Background: an optimization exercise with open tools, aiming at small area and a short achievable clock period. Do not read the settings as production practice. In this exercise RTL edits were held to simulation tests only and were not proved equivalent to the original.

==> flow/design.v, too long to show whole: its modules and the start of the top module <==
// module dff: 12 lines
// module dffre: 14 lines
// module mul64: 7363 lines
// module cpa104: 675 lines
// module cpa32: 125 lines
// module sparc_mul_cntl: 91 lines
// module sparc_mul_dp: 111 lines
// module sparc_mul_top: 69 lines
module sparc_mul_top(
   mul_exu_ack, mul_spu_ack, mul_spu_shf_ack, mul_data_out,
   rclk, grst_l, exu_mul_input_vld, exu_mul_rs1_data, exu_mul_rs2_data,
   spu_mul_req_vld, spu_mul_acc, spu_mul_areg_shf, spu_mul_areg_rst,
   spu_mul_op1_data, spu_mul_op2_data, spu_mul_mulres_lshft
   );
  // ...
==> flow/flow/run.sh <==
#!/bin/bash
# Standard layout (standard.sh's make call) with a config that adds to
# the standard flow's config.mk:
# - SYNTH_ARGS=-noabc: synthesis skips the quick ABC pass that Yosys's synth
#   runs before ORFS's full-adder extraction. That pass rewrites the
#   carry-save tree's gates with mixed polarities, and extract_fa then leaves
#   an inverter on most full-adder connections. The registers are the ones
#   the standard synthesis makes.
# - the delay cells join DONT_USE_CELLS, so that the port buffers
#   (buffer_ports takes the weakest buffer) are plain buffers.
# - timing repair aims at a 4.55 ns period (the clock stays at 10 ns).
set -euo pipefail
W=$PWD
DLY=""
for c in clkdlybuf4s15_1 clkdlybuf4s15_2 clkdlybuf4s18_1 clkdlybuf4s18_2 \
         clkdlybuf4s25_1 clkdlybuf4s25_2 clkdlybuf4s50_1 clkdlybuf4s50_2 \
         dlygate4sd1_1 dlygate4sd2_1 dlygate4sd3_1 \
         dlymetal6s2s_1 dlymetal6s4s_1 dlymetal6s6s_1; do
  DLY="$DLY sky130_fd_sc_hd__$c"
done
cat > $W/flow/own_config.mk <<EOC
include $W/config.mk
export SYNTH_ARGS = -noabc
export SETUP_SLACK_MARGIN = 5.45
export DONT_USE_CELLS = $DLY
EOC
sed "s#DESIGN_CONFIG=[^ ]*#DESIGN_CONFIG=$W/flow/own_config.mk#" standard.sh > $W/flow/own_standard.sh
bash $W/flow/own_standard.sh finish > flow_make.log 2>&1
==> flow/flow/own_config.mk <==
include /design/flow/config.mk
export SYNTH_ARGS = -noabc
export SETUP_SLACK_MARGIN = 5.45
export DONT_USE_CELLS =  sky130_fd_sc_hd__clkdlybuf4s15_1 sky130_fd_sc_hd__clkdlybuf4s15_2 sky130_fd_sc_hd__clkdlybuf4s18_1 sky130_fd_sc_hd__clkdlybuf4s18_2 sky130_fd_sc_hd__clkdlybuf4s25_1 sky130_fd_sc_hd__clkdlybuf4s25_2 sky130_fd_sc_hd__clkdlybuf4s50_1 sky130_fd_sc_hd__clkdlybuf4s50_2 sky130_fd_sc_hd__dlygate4sd1_1 sky130_fd_sc_hd__dlygate4sd2_1 sky130_fd_sc_hd__dlygate4sd3_1 sky130_fd_sc_hd__dlymetal6s2s_1 sky130_fd_sc_hd__dlymetal6s4s_1 sky130_fd_sc_hd__dlymetal6s6s_1
==> flow/flow/own_standard.sh <==
#!/bin/bash
# The standard flow's own layout of this design, on the ORFS make targets given (by default finish). After
# finish it leaves the final layout's DEF at /design/flow/out/final.def.
set -euo pipefail
make -C /OpenROAD-flow-scripts/flow DESIGN_CONFIG=/design/flow/flow/own_config.mk WORK_HOME=/design/flow/orfs CLKGATE_MAP_FILE= SYNTH_SCRIPT=/design/flow/synth_recipe.tcl CAP_MARGIN=20 CORE_MARGIN=2 CORE_UTILIZATION=40 CTS_BUF_LIST=sky130_fd_sc_hd__clkbuf_4 SLEW_MARGIN=20 "${@:-finish}"
if [[ -f /design/flow/orfs/results/sky130hd/sparc_mul_top/base/6_final.odb ]]; then
  : # left out here: write the final layout as DEF
fi
==> flow/standard.sh <==
#!/bin/bash
# synth_recipe.tcl (not shown) runs the flow's synth.tcl, then flattens the netlist and writes it again
# the make line also repeats each setting of config.mk as NAME=value (left out here)
make -C /OpenROAD-flow-scripts/flow DESIGN_CONFIG=/design/flow/config.mk WORK_HOME=/design/flow/orfs CLKGATE_MAP_FILE= SYNTH_SCRIPT=/design/flow/synth_recipe.tcl "${@:-finish}"
==> flow/config.mk <==
export PLATFORM = sky130hd
export DESIGN_NAME = sparc_mul_top
export DESIGN_NICKNAME = sparc_mul_top
export VERILOG_FILES = /design/flow/design.v
export SDC_FILE = /design/flow/constraint.sdc
export NUM_CORES = 4
export LEC_CHECK = 0
export CAP_MARGIN = 20
export CORE_MARGIN = 2
export CORE_UTILIZATION = 40
export CTS_BUF_LIST = sky130_fd_sc_hd__clkbuf_4
export SLEW_MARGIN = 20
==> flow/constraint.sdc <==
create_clock -name core_clock -period 10.0 [get_ports {rclk}]
set_input_delay 2.0000 -clock core_clock [delete_from_list [all_inputs] [get_ports {rclk}]]
set_output_delay 2.0000 -clock core_clock [all_outputs]
set_load 0.01 [all_outputs]
==> key figures, run 1 <==
Logic synthesis
  – Syn. warnings: 2
  – Area fraction in compound gates after synthesis: 15.0%
  – Avg Cell Area, Syn: 10.7 um2
  – Post-synth EDFFs: 129
  – Yosys top cell area share: 33.9%

Timing
  – Max Clock Freq: 218 MHz
  – Final Setup Violations: 0

Cells and area
  – Top class by area: multi-input combinational cells
  – Layout net count: 8410
  – Non-Filler Instances: 9251
  – Fraction of layout cells with a size suffix above 1: 11.1%
  – Most frequent cells in the layout: fa_1 (1209), xnor2_1 (1059), a22oi_1 (1027), nand2_1 (478), dfxtp_1 (407)
  – Max reg flops: 136
  – Final non-clock buffer share: 5.25%
  – ClkCell Share: 2.84%

Clock tree
  – CTS sink cnt: 592
  – CTS Buf Count: 167
  – CTS tree: done

Place
  – HPWL after detailed placement: 212000 um
  – IO Port Bufs: 330
  – GP Congestion: 0.986

Floorplanning
  – Die Ht: 427 um
  – Die ar.: 183000 um2
  – Core Footprint: 178000 um2
  – Die width: 427 um

Route
  – Final routed DRC violation total: 0
  – Via Count: 60018
  – Length of routed wiring on met1: 112000 um
  – Drt total wl: 320000 um
  – Remaining antenna violation count: 0

Worst setup path
  – CP Capture Type: primary output
  – Critical Path Stages: 4
  – WP data required: 8000 ps
  – Crit path max-delay cell type: o31a_1
  – Crit-path max cell delay: 160 ps

Outcome
  – Status: complete, no violations

Flow run
  – Max-cap violations: 0

Global route
  – GR Layer Usage met2: 50.7%
  – Largest net degree at the start of global routing: 75
==> inputs of run 2 (changes only) <==
--- a/flow/flow/run.sh
+++ b/flow/flow/run.sh
@@ -10,3 +10,3 @@
 #   (buffer_ports takes the weakest buffer) are plain buffers.
-# - timing repair aims at a 4.55 ns period (the clock stays at 10 ns).
+# - timing repair aims at a 4.4 ns period (the clock stays at 10 ns).
 set -euo pipefail
@@ -23,3 +23,3 @@
 export SYNTH_ARGS = -noabc
-export SETUP_SLACK_MARGIN = 5.45
+export SETUP_SLACK_MARGIN = 5.6
 export DONT_USE_CELLS = $DLY
==> flow/flow/own_config.mk (replaced) <==
include /design/flow/config.mk
export SYNTH_ARGS = -noabc
export SETUP_SLACK_MARGIN = 5.6
export DONT_USE_CELLS =  sky130_fd_sc_hd__clkdlybuf4s15_1 sky130_fd_sc_hd__clkdlybuf4s15_2 sky130_fd_sc_hd__clkdlybuf4s18_1 sky130_fd_sc_hd__clkdlybuf4s18_2 sky130_fd_sc_hd__clkdlybuf4s25_1 sky130_fd_sc_hd__clkdlybuf4s25_2 sky130_fd_sc_hd__clkdlybuf4s50_1 sky130_fd_sc_hd__clkdlybuf4s50_2 sky130_fd_sc_hd__dlygate4sd1_1 sky130_fd_sc_hd__dlygate4sd2_1 sky130_fd_sc_hd__dlygate4sd3_1 sky130_fd_sc_hd__dlymetal6s2s_1 sky130_fd_sc_hd__dlymetal6s4s_1 sky130_fd_sc_hd__dlymetal6s6s_1
==> key figures, run 2 <==
Worst setup path
  – CP Capture Type: primary output
  – Crit-path cells: buf_8, nor2b_2, o31a_1, buf_2
  – Critical Path AT: 2580 ps
  – Crit path max-delay cell type: o31a_1
  – Reg2Reg Depth: 18
  – Reg2reg end: dpath.acc_reg[102]
  – Reg2Reg Setup Slack: 5530 ps
  – WP data required: 8000 ps (about the same)
  – R2R Path Start: control.acc_actc3
  – CP Class: input pin to primary output
  – Worst Setup SP: spu_mul_req_vld
  – Crit-path max cell delay: 310 ps (+150 ps)
  – Startpoint types: input pin
  – Maximum fanout along the worst path: 3
  – Crit path to: mul_exu_ack

Timing
  – Final worst-path cycle share: 45.8%
  – Final worst slack: 5420 ps
  – Tmin final: 4580 ps
  – Max Clock Freq: 218 MHz (-0.17%)
  – Worst-Margin Slew: 1100 ps
  – Final Setup Violations: 0 (unchanged)
  – Final hold violation count: 0
  – Setup TNS: 0 ps
  – Max_slew headroom: 26.3%
  – RSZ-0062 raised after global routing: yes
  – Clock skew: 121 ps
  – Final Slew Violations: 0

Logic synthesis
  – Post-synth EDFFs: 129 (unchanged)
  – Async S/R FF share, synth: 0%
  – Count leader, synth: fa_1
  – Post-Synth XOR/XNOR Area: 13.8%
  – Area fraction in compound gates after synthesis: 15.0% (unchanged)
  – Top cells by area, synth: fa_1 (34%), xnor2_1 (13%), dfxtp_1 (13%)
  – Simple-gate portion of the synthesized area: 6.43%
  – Syn Inst Count: 6700
  – Cell taking the most area after synthesis: fa_1
  – Yosys top cell area share: 33.9% (unchanged)
  – Syn_nets: 8379
  – Seq/Total Area, Yosys: 18.3%
  – Post-synthesis adder-cell area fraction: 37.4%
  – Mapped cell area: 71700 um2
  – Register bit total from synthesis: 592
  – Syn. warnings: 2 (unchanged)
  – Largest family of logic cells by synthesized area: adder cells
  – Post-synth top flop: dfxtp_1
  – Synth top cells by count: fa_1 (1216), xnor2_1 (1060), a22oi_1 (1028)
  – Mux cell area share after synthesis: 4.46%
  – Avg Cell Area, Syn: 10.7 um2 (unchanged)
  – Yosys cell types: 74

Clock tree
  – CTS sink cnt: 592 (unchanged)
  – CTS Buf Count: 165 (-1.2%)
  – Clock-pin slew on the worst setup and hold paths: 70 ps
  – CTS tree: done
  – CTS H-Tree Depth: 4
  – Clock Tree Root: clkbuf_4
  – CTS Buffer Depth: 3
  – Clk Latency, worst-skew pair: 1280 ps

Route
  – Top layer in use: met5
  – Drt first pass iters: 7
  – Drt wl/cell: 35.4 um
  – Final routed DRC violation total: 0 (unchanged)
  – Length of routed wiring on met1: 112000 um (+0.28%)
  – Drt total wl: 335000 um (+4.6%)
  – Remaining antenna violation count: 0 (unchanged)
  – Met3 WL: 53200 um
  – Drt initial violations: 9196
  – Via Count: 62034 (+3.4%)
  – Vias per inst: 6.55
  – Metal2 WL: 137000 um

Floorplanning
  – Die width: 427 um (unchanged)
  – Core Footprint: 178000 um2 (unchanged)
  – Initial core utilization: 40.2%
  – Die Ht: 427 um (unchanged)
  – Die ar.: 183000 um2 (unchanged)
  – Site Rows: 155
  – IO Count: 331

Place
  – Dpl ws: 4460 ps
  – IO Port Bufs: 330 (unchanged)
  – HPWL after detailed placement: 209000 um (-1.6%)
  – Placed cell count: 8783
  – GP Congestion: 0.981 (-0.51%)

Cells and area
  – Post-layout util: 46.3%
  – Non-Filler Instances: 9473 (+2.4%)
  – Commonest non-fill, non-tap cell in the layout: fa_1
  – Multi-input gate area: 56500 um2
  – Storage element area: 13300 um2
  – Max reg flops: 136 (unchanged)
  – Fillers: 16371
  – Most frequent cells in the layout: fa_1 (1189), xnor2_1 (1058), a22oi_1 (995), nand2_1 (477), dfxtp_1 (406)
  – Fraction of layout cells with a size suffix above 1: 15.6% (+4.4 points)
  – Area delta synth->final: 15.2%
  – Layout net count: 8637 (+2.7%)

Hold path
  – Hold WC Path Type: flip-flop to flip-flop

Global route
  – First-pass GRT wire length: 459000 um
  – Number of global-route vias before repair: 62756
  – Total gr overflow: 0
  – Largest net degree at the start of global routing: 71 (-5.3%)
  – Initial antenna violation count: 34
  – Gr usage total: 35.4%

Flow run
  – Max-cap violations: 0 (unchanged)

Outcome
  – Status: complete, no violations
## run 2: cell types whose count changed in the layout (fill, tap and decap cells not counted), moves of 18 or more
cell,before,now
buf_16,12,43
ha_1,198,180
buf_2,49,124
a22oi_1,1027,995
buf_6,63,142
a22oi_2,1,33
fa_2,7,27
fa_1,1209,1189
mux2_2,67,9
mux2_4,0,58
## run 2: metrics by stage
stage	hold WS (ps)	cell area, um2
floorplan	402	71800
global placement	421	74100
detailed placement	420	74200
CTS	437	79500
global route	450	82600
finish	432	82600
## run 2: cell type report
cell class	count	share of cell area, %
timing repair buffer	831	8.51
clock inverter	57	0.459
inverter	120	0.553
multi-input combinational	5248	68.4
sequential	592	16.2
clock buffer	249	2.26
tap	2355	3.57
antenna	21	0.0636
## run 2: kinds of logic after synthesis
group	Yosys count
AND/OR/NAND/NOR	979
adder cells (fa/ha/maj)	1415
flip-flops	592
AO/OA/AOI/OAI	1478
XOR/XNOR	1133
multiplexers	242
buffers and inverters	861
## run 2: worst min path at each step
stage / startpoint / end / slack [ps] / cells after the start
after global routing: dpath.lw[16] / dpath.myout[16] / 450 / 0
after floorplan: control.spu_ack_d / control.nf / 400 / 1
after global placement: dpath.lw[17] / dpath.myout[17] / 420 / 0
final: dpath.lw[16] / dpath.myout[16] / 430 / 0
after detailed placement: dpath.lw[3] / dpath.myout[3] / 420 / 0
after CTS: dpath.lw[16] / dpath.myout[16] / 440 / 0
## run 2: worst max-delay path, delay by kind of cell
kind / cells / cell delay, ps
AOI/OAI and AO/OA: 1 / 310
buffers and inverters: 2 / 230
and+or+nand+nor: 1 / 40
## run 2: timing repair
item	4_1_cts	5_1_grt
gates cloned	20	16
buffers inserted	153	174
gates resized for setup	388	499
setup endpoints to repair	338	228
pin swaps	11	86
hold buffers	0	0
## run 2: per-layer routing
| layer | GRT usage (%) | vias up |
|---|---|---|
| met4 | 25.7 | 44 |
| met2 | 50.0 | 5648 |
| met5 | 1.03 | - |
| li1 | - | 23573 |
| met3 | 16.1 | 1749 |
| met1 | 42.3 | 31020 |
==> inputs of run 3 (changes only) <==
--- a/flow/flow/run.sh
+++ b/flow/flow/run.sh
@@ -10,3 +10,3 @@
 #   (buffer_ports takes the weakest buffer) are plain buffers.
-# - timing repair aims at a 4.4 ns period (the clock stays at 10 ns).
+# - timing repair aims at a 4.55 ns period (the clock stays at 10 ns).
 set -euo pipefail
@@ -23,3 +23,3 @@
 export SYNTH_ARGS = -noabc
-export SETUP_SLACK_MARGIN = 5.6
+export SETUP_SLACK_MARGIN = 5.45
 export DONT_USE_CELLS = $DLY
==> flow/flow/own_config.mk (replaced) <==
include /design/flow/config.mk
export SYNTH_ARGS = -noabc
export SETUP_SLACK_MARGIN = 5.45
export DONT_USE_CELLS =  sky130_fd_sc_hd__clkdlybuf4s15_1 sky130_fd_sc_hd__clkdlybuf4s15_2 sky130_fd_sc_hd__clkdlybuf4s18_1 sky130_fd_sc_hd__clkdlybuf4s18_2 sky130_fd_sc_hd__clkdlybuf4s25_1 sky130_fd_sc_hd__clkdlybuf4s25_2 sky130_fd_sc_hd__clkdlybuf4s50_1 sky130_fd_sc_hd__clkdlybuf4s50_2 sky130_fd_sc_hd__dlygate4sd1_1 sky130_fd_sc_hd__dlygate4sd2_1 sky130_fd_sc_hd__dlygate4sd3_1 sky130_fd_sc_hd__dlymetal6s2s_1 sky130_fd_sc_hd__dlymetal6s4s_1 sky130_fd_sc_hd__dlymetal6s6s_1
==> flow/flow/own_standard.sh (replaced) <==
#!/bin/bash
# The standard flow's own layout of this design, on the ORFS make targets given (by default finish). After
# finish it leaves the final layout's DEF at /design/flow/out/final.def.
set -euo pipefail
make -C /OpenROAD-flow-scripts/flow DESIGN_CONFIG=/design/flow/flow/own_config.mk WORK_HOME=/design/flow/orfs CLKGATE_MAP_FILE= SYNTH_SCRIPT=/design/flow/synth_recipe.tcl CAP_MARGIN=20 CORE_MARGIN=2 CORE_UTILIZATION=40 CTS_BUF_LIST=sky130_fd_sc_hd__clkbuf_8 PLACE_DENSITY=0.7 SLEW_MARGIN=20 "${@:-finish}"
if [[ -f /design/flow/orfs/results/sky130hd/sparc_mul_top/base/6_final.odb ]]; then
  : # left out here: write the final layout as DEF
fi
--- a/flow/config.mk
+++ b/flow/config.mk
@@ -10,3 +10,4 @@
 export CORE_UTILIZATION = 40
-export CTS_BUF_LIST = sky130_fd_sc_hd__clkbuf_4
+export CTS_BUF_LIST = sky130_fd_sc_hd__clkbuf_8
+export PLACE_DENSITY = 0.7
 export SLEW_MARGIN = 20
==> key figures, run 3 <==
Outcome
  – Status: complete, no violations

Logic synthesis
  – Async S/R FF share, synth: 0% (unchanged)
  – Mapped cell area: 71700 um2 (unchanged)
  – Post-synth EDFFs: 129 (unchanged)
  – Post-synth top flop: dfxtp_1
  – Synth top cells by count: fa_1 (1216), xnor2_1 (1060), a22oi_1 (1028)
  – Cell taking the most area after synthesis: fa_1
  – Syn Inst Count: 6700 (unchanged)
  – Syn. warnings: 2 (unchanged)
  – Avg Cell Area, Syn: 10.7 um2 (unchanged)
  – Seq/Total Area, Yosys: 18.3% (unchanged)
  – Syn_nets: 8379 (unchanged)
  – Register bit total from synthesis: 592 (unchanged)
  – Top cells by area, synth: fa_1 (34%), xnor2_1 (13%), dfxtp_1 (13%)
  – Yosys cell types: 74 (unchanged)
  – Count leader, synth: fa_1
  – Yosys top cell area share: 33.9% (unchanged)

Place
  – Dpl ws: 4500 ps (+43.3 ps)
  – IO Port Bufs: 330 (unchanged)
  – HPWL after detailed placement: 208000 um (-0.68%)
  – GP Congestion: 1.00 (+2.1%)

Clock tree
  – CTS Buffer Depth: 3 (unchanged)
  – CTS sink cnt: 592 (unchanged)
  – CTS tree: done
  – CTS H-Tree Depth: 3 (-1)
  – Clk Latency, worst-skew pair: 910 ps (-370 ps)
  – Clock Tree Root: clkbuf_8
  – Clock-pin slew on the worst setup and hold paths: 70 ps (about the same)
  – CTS Buf Count: 102 (-38%)

Worst setup path
  – Critical Path AT: 5850 ps (+3270 ps)
  – Crit-path max cell delay: 230 ps (-80 ps)
  – R2R Path Start: dpath.b_two[6]
  – Reg2Reg Setup Slack: 5380 ps (-150 ps)
  – Startpoint types: input pin
  – Reg2Reg Depth: 9 (-9)
  – Critical path's top delay family: buffers and inverters
  – CP Class: input pin to flip-flop
  – Maximum fanout along the worst path: 3 (unchanged)
  – WP data required: 10720 ps (+2720 ps)
  – CP Capture Type: flip-flop
  – CP dominant cell by count: buf_1
  – Reg2reg end: dpath.rc[51]
  – Crit path max-delay cell type: a211oi_4
  – CP Buf/Inv Count: 33 (+31)

Cells and area
  – Fraction of layout cells with a size suffix above 1: 10.3% (-5.3 points)
  – Commonest non-fill, non-tap cell in the layout: fa_1
  – Most frequent cells in the layout: fa_1 (1208), xnor2_1 (1059), a22oi_1 (1026), nand2_1 (477), dfxtp_1 (408)
  – Layout net count: 8410 (-2.6%)
  – Max reg flops: 136 (unchanged)
  – Area delta synth->final: 10.4%
  – Fillers: 16438 (+0.41%)

Timing
  – RSZ-0062 raised after global routing: yes
  – Final hold violation count: 0 (unchanged)
  – Final worst-path cycle share: 51.3% (+5.4 points)
  – Clock skew: 90.8 ps (-29.7 ps)
  – Final worst slack: 4870 ps (-542 ps)
  – Final Setup Violations: 0 (unchanged)
  – Hold slack: 442 ps (+9.86 ps)
  – Final Slew Violations: 0 (unchanged)
  – Worst-Margin Slew: 1060 ps (-46.4 ps)
  – Setup TNS: 0 ps (unchanged)
  – Max_slew headroom: 28.7% (+2.3 points)
  – Max Clock Freq: 195 MHz (-11%)
  – Tmin final: 5130 ps (+542 ps)

Floorplanning
  – Die Ht: 427 um (unchanged)
  – IO Count: 331 (unchanged)
  – Die ar.: 183000 um2 (unchanged)
  – Die width: 427 um (unchanged)
  – Site Rows: 155 (unchanged)
  – Initial core utilization: 40.2% (unchanged)
  – Core Footprint: 178000 um2 (unchanged)

Global route
  – Gr usage total: 33.4% (-2.0 points)
  – Number of global-route vias before repair: 62608 (-0.24%)
  – Total gr overflow: 0 (unchanged)
  – First-pass GRT wire length: 440000 um (-4.2%)
  – Largest net degree at the start of global routing: 81 (+14%)
  – Initial antenna violation count: 25 (-26%)

Hold path
  – Hold WC Path Type: flip-flop to flip-flop
  – Hold depth: 0 (unchanged)
  – Hold EP: dpath.myout[15]
  – HP Start: dpath.lw[15]

Route
  – Top layer in use: met5
  – Drt wl/cell: 34.0 um (-3.8%)
  – Drt total wl: 313000 um (-6.6%)
  – Final routed DRC violation total: 0 (unchanged)
  – Drt initial violations: 9280 (+0.91%)
  – Drt first pass iters: 10 (+3)
  – Vias per inst: 6.59 (+0.57%)
  – Via Count: 60542 (-2.4%)
  – Metal2 WL: 129000 um (-5.6%)
  – Met3 WL: 48000 um (-9.7%)
  – Remaining antenna violation count: 0 (unchanged)
  – Length of routed wiring on met1: 106000 um (-5.4%)

Flow run
  – Max-cap violations: 0 (unchanged)
[run 3: cell families after synthesis]
group                      after synthesis  share of synthesized area [%]
AOI/OAI and AO/OA                     1478                           15.0
xor gates and xnor gates              1133                           13.8
adders and majority gates             1415                           37.4
buffers and inverters                  861                           4.52
DFF                                    592                           18.3
muxes                                  242                           4.46
and+or+nand+nor                        979                           6.43
[run 3: worst max path at each step]
stage | slack [ps] | startpoint | cells after the start | endpoint
5_1_grt | 4730 | spu_mul_req_vld | 38 | control.ok_nb
4_1_cts | 5440 | spu_mul_acc | 4 | mul_exu_ack
2_1_floorplan | 5440 | spu_mul_acc | 3 | mul_exu_ack
3_3_place_gp | 4530 | dpath.b_two[1] | 9 | dpath.rc[59]
3_5_place_dp | 4500 | dpath.b_two[1] | 9 | dpath.rc[58]
6_report | 4870 | spu_mul_req_vld | 38 | control.ok_nb
[run 3: stage by stage]
stage               instances  area (um2)  utilization [%]
floorplan                6700       71700                -
global placement         8785       74100             41.6
detailed placement       8787       74200             41.6
CTS                      9114       78000             43.8
global route             9176       79200             44.4
finish                   9193       79200             44.4
[run 3: worst reg2reg max path, stage by stage, from the launching register on]
cell and delay (ps):
dfxtp_4 640, buf_12 380, a22oi_1 200, xnor2_1 330, fa_1 500, fa_1 540, fa_1 450, fa_1 490
fa_1 560, fa_1 420
[run 3: final cells by class]
cell class,count,area (um2),share of cell area [%]
multi-input cells,5248,55700,70.3
clock buffers,116,1600,2.02
clock inverters,75,667,0.842
flip-flops and latches,592,13300,16.8
well taps,2355,2950,3.72
inverters,120,464,0.586
repair inverters,1,5.00,0.00632
diodes,20,50.0,0.0632
repair buffers,666,4460,5.63
[run 3: what timing repair did]
action,CTS,global route
gates cloned,6,6
resized for setup,189,184
endpoints found under the hold margin,0,0
pin swaps,4,21
buffers inserted,130,53
endpoints found under the setup margin,261,148
hold buffers,0,0
[run 3: metal layers]
layer / vias up / global-route usage [%]
li1: 22999 / -
met1: 30151 / 40.0
met2: 5566 / 48.4
met3: 1796 / 14.4
met4: 30 / 22.9
met5: - / 0.397
==> inputs of run 4 (changes only) <==
--- a/flow/flow/run.sh
+++ b/flow/flow/run.sh
@@ -10,3 +10,3 @@
 #   (buffer_ports takes the weakest buffer) are plain buffers.
-# - timing repair aims at a 4.55 ns period (the clock stays at 10 ns).
+# - timing repair aims at a 4.7 ns period (the clock stays at 10 ns).
 set -euo pipefail
@@ -23,3 +23,3 @@
 export SYNTH_ARGS = -noabc
-export SETUP_SLACK_MARGIN = 5.45
+export SETUP_SLACK_MARGIN = 5.3
 export DONT_USE_CELLS = $DLY
--- a/flow/config.mk
+++ b/flow/config.mk
@@ -11,3 +11,2 @@
 export CTS_BUF_LIST = sky130_fd_sc_hd__clkbuf_8
-export PLACE_DENSITY = 0.7
 export SLEW_MARGIN = 20
removed: flow/flow/own_config.mk
removed: flow/flow/own_standard.sh
==> key figures, run 4 <==
Global route
  – Largest net degree at the start of global routing: 80 (-1.2%)
  – Initial antenna violation count: 24 (-4.0%)
  – Gr usage total: 34.4% (+0.96 points)
  – Number of global-route vias before repair: 62258 (-0.56%)
  – First-pass GRT wire length: 449000 um (+2.1%)
  – Total gr overflow: 0 (unchanged)

Timing
  – Final hold violation count: 0 (unchanged)
  – Clock skew: 60.1 ps (-30.6 ps)
  – Final worst-path cycle share: 46.9% (-4.4 points)
  – Max Clock Freq: 213 MHz (+9.3%)
  – Setup TNS: 0 ps (unchanged)
  – Tmin final: 4690 ps (-436 ps)
  – Hold slack: 431 ps (-11.0 ps)
  – Final Slew Violations: 0 (unchanged)
  – RSZ-0062 raised after global routing: yes
  – Max_slew headroom: 23.1% (-5.5 points)
  – Worst-Margin Slew: 1150 ps (+94.4 ps)
  – Final worst slack: 5310 ps (+436 ps)
  – Final Setup Violations: 0 (unchanged)

Clock tree
  – Post-CTS Hold Fix Bufs: 0 (unchanged)
  – CTS Buf Count: 107 (+4.9%)
  – Clock-pin slew on the worst setup and hold paths: 60 ps (about the same)
  – CTS Buffer Depth: 3 (unchanged)
  – CTS H-Tree Depth: 3 (unchanged)
  – CTS sink cnt: 592 (unchanged)
  – CTS tree: done
  – Clk Latency, worst-skew pair: 900 ps (about the same)
  – Clock Tree Root: clkbuf_8

Logic synthesis
  – Yosys cell types: 74 (unchanged)
  – Syn Inst Count: 6700 (unchanged)
  – Mapped cell area: 71700 um2 (unchanged)
  – Simple-gate portion of the synthesized area: 6.43% (unchanged)
  – Syn. warnings: 2 (unchanged)
  – Syn_nets: 8379 (unchanged)
  – Area fraction in compound gates after synthesis: 15.0% (unchanged)
  – Async S/R FF share, synth: 0% (unchanged)
  – Post-synthesis adder-cell area fraction: 37.4% (unchanged)
  – Mux cell area share after synthesis: 4.46% (unchanged)
  – Yosys top cell area share: 33.9% (unchanged)
  – Largest family of logic cells by synthesized area: adder cells
  – Avg Cell Area, Syn: 10.7 um2 (unchanged)
  – Count leader, synth: fa_1
  – Cell taking the most area after synthesis: fa_1
  – Post-synth EDFFs: 129 (unchanged)
  – Synth top cells by count: fa_1 (1216), xnor2_1 (1060), a22oi_1 (1028)
  – Post-Synth XOR/XNOR Area: 13.8% (unchanged)
  – Post-synth top flop: dfxtp_1
  – Seq/Total Area, Yosys: 18.3% (unchanged)
  – Top cells by area, synth: fa_1 (34%), xnor2_1 (13%), dfxtp_1 (13%)
  – Register bit total from synthesis: 592 (unchanged)

Floorplanning
  – Site Rows: 155 (unchanged)
  – Initial core utilization: 40.2% (unchanged)
  – IO Count: 331 (unchanged)
  – Die ar.: 183000 um2 (unchanged)
  – Die width: 427 um (unchanged)
  – Die Ht: 427 um (unchanged)
  – Core Footprint: 178000 um2 (unchanged)

Worst setup path
  – Critical Path AT: 5390 ps (-460 ps)
  – WP data required: 10700 ps (-20 ps)
  – CP Capture Type: flip-flop
  – Maximum fanout along the worst path: 12 (+9)
  – Crit path max-delay cell type: buf_1
  – Startpoint types: flip-flop
  – Critical path's top delay family: adder cells
  – CP Class: flip-flop to flip-flop
  – Crit-path cells: buf_6, buf_1, a22oi_1, xnor2_1, fa_1, fa_1, fa_1, fa_1, fa_1, fa_1
  – CP Buf/Inv Count: 2 (-94%)
  – CP dominant cell by count: fa_1
  – Crit-path max cell delay: 640 ps (+410 ps)

Route
  – Final routed DRC violation total: 0 (unchanged)
  – Drt wl/cell: 35.1 um (+3.1%)
  – Vias per inst: 6.50 (-1.3%)
  – Drt total wl: 320000 um (+2.4%)
  – Via Count: 59330 (-2.0%)
  – Drt first pass iters: 9 (-1)
  – Remaining antenna violation count: 0 (unchanged)
  – Drt initial violations: 8038 (-13%)

Cells and area
  – Fraction of layout cells with a size suffix above 1: 9.50% (-0.76 points)
  – Non-Filler Instances: 9132 (-0.66%)
  – Post-layout util: 43.9% (-0.58 points)
  – Most frequent cells in the layout: fa_1 (1215), xnor2_1 (1060), a22oi_1 (1027), nand2_1 (480), dfxtp_1 (407)
  – Layout net count: 8357 (-0.63%)
  – Area delta synth->final: 9.00%
  – Fillers: 16844 (+2.5%)
  – Max reg flops: 136 (unchanged)
  – Commonest non-fill, non-tap cell in the layout: fa_1

Hold path
  – Hold WC Path Type: flip-flop to flip-flop

Place
  – GP Congestion: 1.00 (-0.17%)
  – Dpl ws: 4530 ps (+25.0 ps)
  – HPWL after detailed placement: 217000 um (+4.7%)
  – Placed cell count: 8794 (+0.080%)
  – IO Port Bufs: 330 (unchanged)

Flow run
  – Max-cap violations: 0 (unchanged)

Outcome
  – Status: complete, no violations
[run 4: changes by cell type in the layout (fill, tap and decap cells not counted), moves of 6 or more]
cell and change:
clkbuf_8 +10, clkinv_2 -8, dfxtp_4 -10, buf_16 -6, inv_1 +15, fa_1 +7, buf_2 +16, buf_6 -10
dfxtp_2 +11, diode_2 -10, buf_1 -37, fa_2 -7, buf_12 -16, o21ai_0 +8
[run 4: cells by family (layout without fill, tap and decap cells)]
| family | after synthesis | in the layout |
|---|---|---|
| buf+inv | 861 | 927 |
| fa+ha+maj | 1415 | 1415 |
| other cells | 0 | 10 |
| xor+xnor | 1133 | 1133 |
| compound gates | 1478 | 1479 |
| simple gates | 979 | 979 |
| mux | 242 | 242 |
| flops | 592 | 592 |
[run 4: cell type report]
type / count / area [um2] / share of cell area [%]
diodes: 10 / 25.0 / 0.0320
clock buffers: 127 / 1750 / 2.24
clock inverters: 71 / 538 / 0.688
inverters: 120 / 459 / 0.587
multi-input cells: 5248 / 55500 / 71.0
flip-flops and latches: 592 / 13300 / 17.0
well taps: 2355 / 2950 / 3.77
repair buffers: 609 / 3650 / 4.67
[run 4: through the flow]
step | area [um2]
after floorplan | 71700
after global placement | 74100
after detailed placement | 74200
after CTS | 77400
after global routing | 78200
final | 78200
[run 4: worst reg2reg max path, cell delays in order (launching register included)]
cell and delay, ps:
edfxtp_1 350, buf_6 140, buf_1 650, a22oi_1 260, xnor2_1 210, fa_1 490
fa_1 580, fa_1 440, fa_1 400, fa_1 550, fa_1 470
[run 4: path summary, 6_finish.rpt]
path                    start         endpoint  slack, ps  cells after the start
max          dpath.rs2_ff[43]     dpath.rc[64]       5310                     10
min              dpath.lw[28]  dpath.myout[28]        430                      0
max reg2reg  dpath.rs2_ff[43]     dpath.rc[64]       5310                     10
min reg2reg      dpath.lw[28]  dpath.myout[28]        430                      0
[run 4: what timing repair did]
item,4_1_cts,5_1_grt
setup buffers,63,63
gates cloned,2,2
resized for setup,143,86
setup endpoints to repair,263,152
pin swaps,3,5
[run 4: per-layer routing]
| layer | up-vias | track usage, % | share of wire, % |
|---|---|---|---|
| met3 | 1423 | 12.5 | 14 |
| met1 | 30140 | 42.0 | 35 |
| met2 | 4876 | 51.0 | 43 |
| met4 | 20 | 22.6 | 8.3 |
| li1 | 22871 | - | - |
| met5 | - | 0 | 0.051 |
==> inputs of run 5 (changes only) <==
--- a/flow/flow/run.sh
+++ b/flow/flow/run.sh
@@ -10,3 +10,3 @@
 #   (buffer_ports takes the weakest buffer) are plain buffers.
-# - timing repair aims at a 4.7 ns period (the clock stays at 10 ns).
+# - timing repair aims at a 4.55 ns period (the clock stays at 10 ns).
 set -euo pipefail
@@ -23,3 +23,3 @@
 export SYNTH_ARGS = -noabc
-export SETUP_SLACK_MARGIN = 5.3
+export SETUP_SLACK_MARGIN = 5.45
 export DONT_USE_CELLS = $DLY
==> key figures, run 5 <==
Global route
  – GR Util met1: 41.7% (-0.27 points)
  – Busiest metal layer after global routing: met2
  – Number of global-route vias before repair: 61487 (-1.2%)
  – Initial antenna violation count: 22 (-8.3%)
  – Largest net degree at the start of global routing: 75 (-6.3%)
  – GR Layer Usage met2: 50.4% (-0.62 points)
  – Total gr overflow: 0 (unchanged)
  – Gr usage total: 34.2% (-0.18 points)
  – Met3 GRT Util: 12.4% (-0.18 points)
  – First-pass GRT wire length: 447000 um (-0.57%)

Hold path
  – Hold EP: dpath.myout[16]
  – Hold depth: 0 (unchanged)
  – HP Start: dpath.lw[16]
  – Hold WC Path Type: flip-flop to flip-flop

Logic synthesis
  – Simple-gate portion of the synthesized area: 6.43% (unchanged)
  – Async S/R FF share, synth: 0% (unchanged)
  – Syn. warnings: 2 (unchanged)
  – Post-synth top flop: dfxtp_1
  – Post-synthesis adder-cell area fraction: 37.4% (unchanged)
  – Synth top cells by count: fa_1 (1216), xnor2_1 (1060), a22oi_1 (1028)
  – Count leader, synth: fa_1
  – Cell taking the most area after synthesis: fa_1
  – Yosys cell types: 74 (unchanged)
  – Avg Cell Area, Syn: 10.7 um2 (unchanged)
  – Yosys top cell area share: 33.9% (unchanged)
  – Largest family of logic cells by synthesized area: adder cells
  – Post-synth EDFFs: 129 (unchanged)
  – Register bit total from synthesis: 592 (unchanged)
  – Area fraction in compound gates after synthesis: 15.0% (unchanged)
  – Top cells by area, synth: fa_1 (34%), xnor2_1 (13%), dfxtp_1 (13%)
  – Post-Synth XOR/XNOR Area: 13.8% (unchanged)
  – Mapped cell area: 71700 um2 (unchanged)
  – Seq/Total Area, Yosys: 18.3% (unchanged)
  – Syn Inst Count: 6700 (unchanged)
  – Syn_nets: 8379 (unchanged)
  – Mux cell area share after synthesis: 4.46% (unchanged)

Timing
  – Max_slew headroom: 30.3% (+7.1 points)
  – Final Setup Violations: 0 (unchanged)
  – Max Clock Freq: 218 MHz (+2.4%)
  – Final Slew Violations: 0 (unchanged)
  – Final hold violation count: 0 (unchanged)
  – Final worst-path cycle share: 45.8% (-1.1 points)
  – RSZ-0062 raised after global routing: yes
  – Worst-Margin Slew: 1050 ps (-107 ps)
  – Setup TNS: 0 ps (unchanged)
  – Hold slack: 435 ps (+3.88 ps)
  – Clock skew: 87.8 ps (+27.7 ps)
  – Tmin final: 4580 ps (-110 ps)

Cells and area
  – Storage element area: 13300 um2 (about the same)
  – Fraction of layout cells with a size suffix above 1: 9.61% (+0.11 points)
  – Layout net count: 8351 (-0.072%)
  – Multi-input gate area: 55600 um2 (+0.27%)
  – Most frequent cells in the layout: fa_1 (1213), xnor2_1 (1059), a22oi_1 (1026), nand2_1 (478), dfxtp_1 (408)
  – Commonest non-fill, non-tap cell in the layout: fa_1
  – Max reg flops: 136 (unchanged)
  – Area delta synth->final: 9.86%
  – Fillers: 16663 (-1.1%)

Clock tree
  – CTS H-Tree Depth: 3 (unchanged)
  – CTS tree: done
  – Post-CTS Hold Fix Bufs: 0 (unchanged)
  – CTS Buf Count: 103 (-3.7%)
  – Clock-pin slew on the worst setup and hold paths: 70 ps (about the same)
  – Clock Tree Root: clkbuf_8
  – Clk Latency, worst-skew pair: 940 ps (+40 ps)
  – CTS sink cnt: 592 (unchanged)
  – CTS Buffer Depth: 3 (unchanged)

Route
  – Via Count: 59436 (+0.18%)
  – Remaining antenna violation count: 0 (unchanged)
  – Vias per inst: 6.51 (+0.20%)
  – Drt wl/cell: 35.1 um (about the same)
  – Drt total wl: 320000 um (about the same)
  – Final routed DRC violation total: 0 (unchanged)
  – Drt first pass iters: 8 (-1)
  – Drt initial violations: 8459 (+5.2%)

Worst setup path
  – Reg2reg end: dpath.rc[33]
  – CP Class: input pin to primary output
  – Critical Path AT: 2580 ps (-2810 ps)
  – WP data required: 8000 ps (-2700 ps)
  – Maximum fanout along the worst path: 3 (-9)
  – Startpoint types: input pin
  – Reg2Reg Depth: 9 (-1)
  – CP Capture Type: primary output
  – Reg2Reg Setup Slack: 5440 ps (+130 ps)
  – R2R Path Start: dpath.rs2_ff[23]

Floorplanning
  – Core Footprint: 178000 um2 (unchanged)
  – Die width: 427 um (unchanged)
  – Site Rows: 155 (unchanged)
  – Die Ht: 427 um (unchanged)
  – IO Count: 331 (unchanged)
  – Initial core utilization: 40.2% (unchanged)
  – Die ar.: 183000 um2 (unchanged)

Place
  – HPWL after detailed placement: 212000 um (-2.3%)
  – IO Port Bufs: 330 (unchanged)
  – GP Congestion: 0.986 (-1.4%)

Flow run
  – Max-cap violations: 0 (unchanged)

Outcome
  – Status: complete, no violations
==> run 5: cell type report <==
cell class	instances	area share, %
multi-input cells	5247	70.6
flip-flops and latches	592	16.9
repair buffers	607	5.27
well taps	2355	3.74
clock buffers	120	2.10
clock inverters	75	0.716
inverters	120	0.589
diodes	13	0.0413
repair inverters	1	0.00635
==> run 5: kinds of logic (layout without fill, tap and decap cells) <==
kind of cell | Yosys count | after routing
DFF | 592 | 592
muxes | 242 | 242
other | 0 | 13
AOI/OAI and AO/OA | 1478 | 1478
adders and majority gates | 1415 | 1415
buffers and inverters | 861 | 923
xor gates and xnor gates | 1133 | 1133
and+or+nand+nor | 979 | 979
==> run 5: routing by layer <==
| layer | up-vias | routed length [um] | share of wire, % |
|---|---|---|---|
| met5 | - | 224 | 0.070 |
| met4 | 18 | 28200 | 8.8 |
| met3 | 1587 | 43600 | 14 |
| met2 | 4853 | 136000 | 42 |
| met1 | 30100 | 112000 | 35 |
| li1 | 22878 | - | - |
==> run 5: worst max path at each step <==
| stage | startpoint | end |
|---|---|---|
| after floorplan | spu_mul_acc | mul_exu_ack |
| after global placement | control.acc_actc3 | dpath.acc_reg[124] |
| after detailed placement | control.acc_actc3 | dpath.acc_reg[124] |
| after CTS | control.acc_actc3 | dpath.acc_reg[133] |
| after global routing | control.acc_actc3 | dpath.acc_reg[102] |
| final | spu_mul_acc | mul_exu_ack |
==> run 5: worst max-delay path, cell delays in order <==
cell,delay (ps)
clkbuf_16,120
nor2b_4,140
o31a_1,170
buf_2,140
==> run 5: timing repair <==
action                                 in CTS  in global routing
setup endpoints to repair                 298                138
setup buffers                              93                 30
pin swaps                                   7                 24
endpoints found under the hold margin       0                  0
resized for setup                         206                142
gates cloned                                5                  8
==> run 5: through the flow <==
step           worst slack [ps]  instances  instance area [um2]  util (%)
2_1_floorplan              5440       6700                71700         -
3_3_place_gp               4420       8785                74100      41.6
3_5_place_dp               4310       8786                74100      41.6
4_1_cts                    5440       9079                77800      43.7
5_1_grt                    5370       9122                78800      44.2
6_report                   5420       9130                78800      44.2
==> inputs of run 6 (changes only) <==
--- a/flow/flow/run.sh
+++ b/flow/flow/run.sh
@@ -10,3 +10,2 @@
 #   (buffer_ports takes the weakest buffer) are plain buffers.
-# - timing repair aims at a 4.55 ns period (the clock stays at 10 ns).
 set -euo pipefail
@@ -23,3 +22,2 @@
 export SYNTH_ARGS = -noabc
-export SETUP_SLACK_MARGIN = 5.45
 export DONT_USE_CELLS = $DLY
--- a/flow/config.mk
+++ b/flow/config.mk
@@ -11,2 +11,3 @@
 export CTS_BUF_LIST = sky130_fd_sc_hd__clkbuf_8
+export SETUP_SLACK_MARGIN = 5.0
 export SLEW_MARGIN = 20
==> key figures, run 6 <==
Logic synthesis
  – Synth top cells by count: fa_1 (1216), xnor2_1 (1060), a22oi_1 (1028)
  – Simple-gate portion of the synthesized area: 6.43% (unchanged)
  – Mapped cell area: 71700 um2 (unchanged)
  – Syn. warnings: 2 (unchanged)
  – Seq/Total Area, Yosys: 18.3% (unchanged)
  – Post-synth EDFFs: 129 (unchanged)
  – Cell taking the most area after synthesis: fa_1
  – Yosys cell types: 74 (unchanged)
  – Top cells by area, synth: fa_1 (34%), xnor2_1 (13%), dfxtp_1 (13%)
  – Area fraction in compound gates after synthesis: 15.0% (unchanged)
  – Syn Inst Count: 6700 (unchanged)
  – Register bit total from synthesis: 592 (unchanged)
  – Yosys top cell area share: 33.9% (unchanged)
  – Async S/R FF share, synth: 0% (unchanged)
  – Count leader, synth: fa_1
  – Avg Cell Area, Syn: 10.7 um2 (unchanged)
  – Largest family of logic cells by synthesized area: adder cells
  – Post-Synth XOR/XNOR Area: 13.8% (unchanged)
  – Post-synth top flop: dfxtp_1
  – Post-synthesis adder-cell area fraction: 37.4% (unchanged)
  – Syn_nets: 8379 (unchanged)
  – Mux cell area share after synthesis: 4.46% (unchanged)

Timing
  – Tmin final: 5000 ps (+424 ps)
  – Final worst-path cycle share: 50.0% (+4.2 points)
  – Max Clock Freq: 200 MHz (-8.5%)
  – Final hold violation count: 0 (unchanged)
  – Clock skew: 52.9 ps (-34.9 ps)
  – Worst-Margin Slew: 1160 ps (+118 ps)
  – Max_slew headroom: 22.4% (-7.8 points)
  – Final Slew Violations: 0 (unchanged)
  – Final Setup Violations: 0 (unchanged)
  – Setup TNS: 0 ps (unchanged)
  – Hold slack: 453 ps (+18.4 ps)
  – RSZ-0062 raised after global routing: yes

Place
  – IO Port Bufs: 330 (unchanged)
  – GP Congestion: 0.993 (+0.65%)
  – HPWL after detailed placement: 212000 um (-0.16%)

Floorplanning
  – IO Count: 331 (unchanged)
  – Core Footprint: 178000 um2 (unchanged)
  – Die ar.: 183000 um2 (unchanged)
  – Site Rows: 155 (unchanged)
  – Die width: 427 um (unchanged)
  – Die Ht: 427 um (unchanged)
  – Initial core utilization: 40.2% (unchanged)

Route
  – Drt wl/cell: 34.2 um (-2.5%)
  – Remaining antenna violation count: 0 (unchanged)
  – Via Count: 58562 (-1.5%)
  – Drt total wl: 309000 um (-3.4%)
  – Drt initial violations: 7592 (-10%)
  – Final routed DRC violation total: 0 (unchanged)
  – Vias per inst: 6.47 (-0.64%)
  – Drt first pass iters: 9 (+1)

Cells and area
  – Area delta synth->final: 7.79%
  – Layout net count: 8280 (-0.85%)
  – Post-layout util: 43.4% (-0.83 points)
  – Fraction of layout cells with a size suffix above 1: 8.46% (-1.2 points)
  – Commonest non-fill, non-tap cell in the layout: fa_1
  – Most frequent cells in the layout: fa_1 (1216), xnor2_1 (1060), a22oi_1 (1027), nand2_1 (480), dfxtp_1 (408)
  – Max reg flops: 136 (unchanged)
  – Fillers: 16796 (+0.80%)

Global route
  – Initial antenna violation count: 25 (+14%)
  – Gr usage total: 33.5% (-0.70 points)
  – Number of global-route vias before repair: 61544 (+0.093%)
  – Largest net degree at the start of global routing: 75 (unchanged)
  – First-pass GRT wire length: 439000 um (-1.6%)
  – Total gr overflow: 0 (unchanged)

Clock tree
  – Clock Tree Root: clkbuf_8
  – CTS H-Tree Depth: 3 (unchanged)
  – CTS Buffer Depth: 3 (unchanged)
  – Clock-pin slew on the worst setup and hold paths: 60 ps (about the same)
  – Post-CTS Hold Fix Bufs: 0 (unchanged)
  – CTS sink cnt: 592 (unchanged)
  – CTS Buf Count: 106 (+2.9%)
  – CTS tree: done
  – Clk Latency, worst-skew pair: 880 ps (-60 ps)

Worst setup path
  – Maximum fanout along the worst path: 16 (+13)
  – Startpoint types: flip-flop
  – CP Capture Type: flip-flop
  – WP data required: 10760 ps (+2760 ps)
  – Reg2Reg Setup Slack: 5000 ps (-440 ps)
  – CP Class: flip-flop to flip-flop
  – Critical Path AT: 5770 ps (+3190 ps)

Flow run
  – Max-cap violations: 0 (unchanged)

Outcome
  – Status: complete, no violations

Hold path
  – Hold WC Path Type: flip-flop to flip-flop
run 6: cell types whose count changed in the layout (fill, tap and decap cells not counted), moves of 10 or more:
cell and change:
buf_16 -13, buf_4 -15, buf_2 +13, buf_6 -10
buf_12 -15, buf_1 -12, dfxtp_2 +21, dfxtp_4 -21
o21ai_0 +10
run 6: per-stage QoR:
stage / worst slack [ps] / instances / instance area (um2)
global placement: 4350 / 8784 / 74100
floorplan: 5280 / 6700 / 71700
CTS: 5000 / 9013 / 76900
global route: 4980 / 9049 / 77300
detailed placement: 4310 / 8785 / 74100
finish: 5000 / 9054 / 77300
run 6: worst max-delay path, cell delays in order (launching register included):
cell and delay [ps]:
edfxtp_1 730, buf_12 240, buf_2 350, a22oi_1 160, xnor2_1 210, fa_1 470, fa_1 540, fa_1 470
fa_1 530, fa_1 500, fa_1 650
run 6: worst paths after layout:
kind | cells past startpoint | endpoint | start
max | 10 | dpath.rc[51] | dpath.rs2_ff[47]
min | 0 | dpath.myout[16] | dpath.lw[16]
max reg2reg | 10 | dpath.rc[51] | dpath.rs2_ff[47]
min reg2reg | 0 | dpath.myout[16] | dpath.lw[16]
run 6: final cells by class:
cell class	instances	area (um2)	share of cell area [%]
Clock buffer	121	1670	2.15
Multi-Input combinational cell	5248	55400	71.7
Clock inverter	77	639	0.827
Inverter	120	450	0.583
Sequential cell	592	13300	17.2
Tap cell	2355	2950	3.81
Antenna cell	8	20.0	0.0259
Timing Repair Buffer	533	2900	3.76
run 6: kinds of logic (layout without fill, tap and decap cells):
group,count (synthesis),count (layout)
AO/OA/AOI/OAI,1478,1479
adder cells (fa/ha/maj),1415,1415
XOR/XNOR,1133,1133
AND/OR/NAND/NOR,979,979
buffers and inverters,861,851
flip-flops,592,592
multiplexers,242,242
other,0,8
run 6: layer usage:
layer / vias up / part of all wire (%) / routed length, um / GRT usage (%)
met1: 29790 / 36 / 111000 / 41.3
met3: 1348 / 14 / 42100 / 12.1
met2: 4699 / 43 / 132000 / 49.7
met4: 14 / 7.7 / 23900 / 21.2
li1: 22711 / - / - / -
met5: - / 0.034 / 104 / 0
run 6: repair_timing:
action / 4_1_cts / 5_1_grt
endpoints found under the hold margin: 0 / 0
setup endpoints to repair: 212 / 74
setup buffers: 28 / 33
pin swaps: 1 / 0
resized for setup: 69 / 52
cloned: 2 / 0

[port drivers added, routing unchanged]
The flow's constraints put no driver on any port. The routed layouts listed below were extracted and timed again, unchanged, in two steps. Step 1 (the two cells are an assumption about what drives the block):
set clk [get_ports {rclk}]
set_driving_cell -lib_cell sky130_fd_sc_hd__clkbuf_16 $clk
set_driving_cell -lib_cell sky130_fd_sc_hd__buf_2 [delete_from_list [all_inputs] $clk]
Step 2 also shifts input and output timing later by t, the mid clock arrival at the registers, as if the neighbouring blocks saw the same clock. a / b / c = no drivers / after step 1 / after step 2; a / b = the first two.
| run | t (ns) | setup slack, ns | worst setup path after step 2 | worst slew at a driven data input, ns | cell pins on the clock port's net |
|---|---|---|---|---|---|
| run 1 | 1.361 | 5.423 / 5.270 / 4.476 | input to register | 0.17 | 1 |
| run 2 | 1.304 | 5.416 / 5.140 / 4.688 | input to register | 0.30 | 1 |
| run 3 | 0.951 | 4.873 / 4.801 / 3.850 | input to register | 0.18 | 1 |
| run 4 | 0.958 | 5.309 / 5.123 / 5.059 | input to register | 0.19 | 1 |
| run 5 | 0.983 | 5.419 / 5.269 / 4.681 | input to register | 0.16 | 1 |
| run 6 | 0.940 | 4.995 / 4.995 / 4.995 | register to register | 0.06 | 1 |
After both steps every run listed still meets setup and hold. For run 3, which loses most, drivers alone change the setup slack by -0.072 ns; drivers and shift together by -1.023 ns.
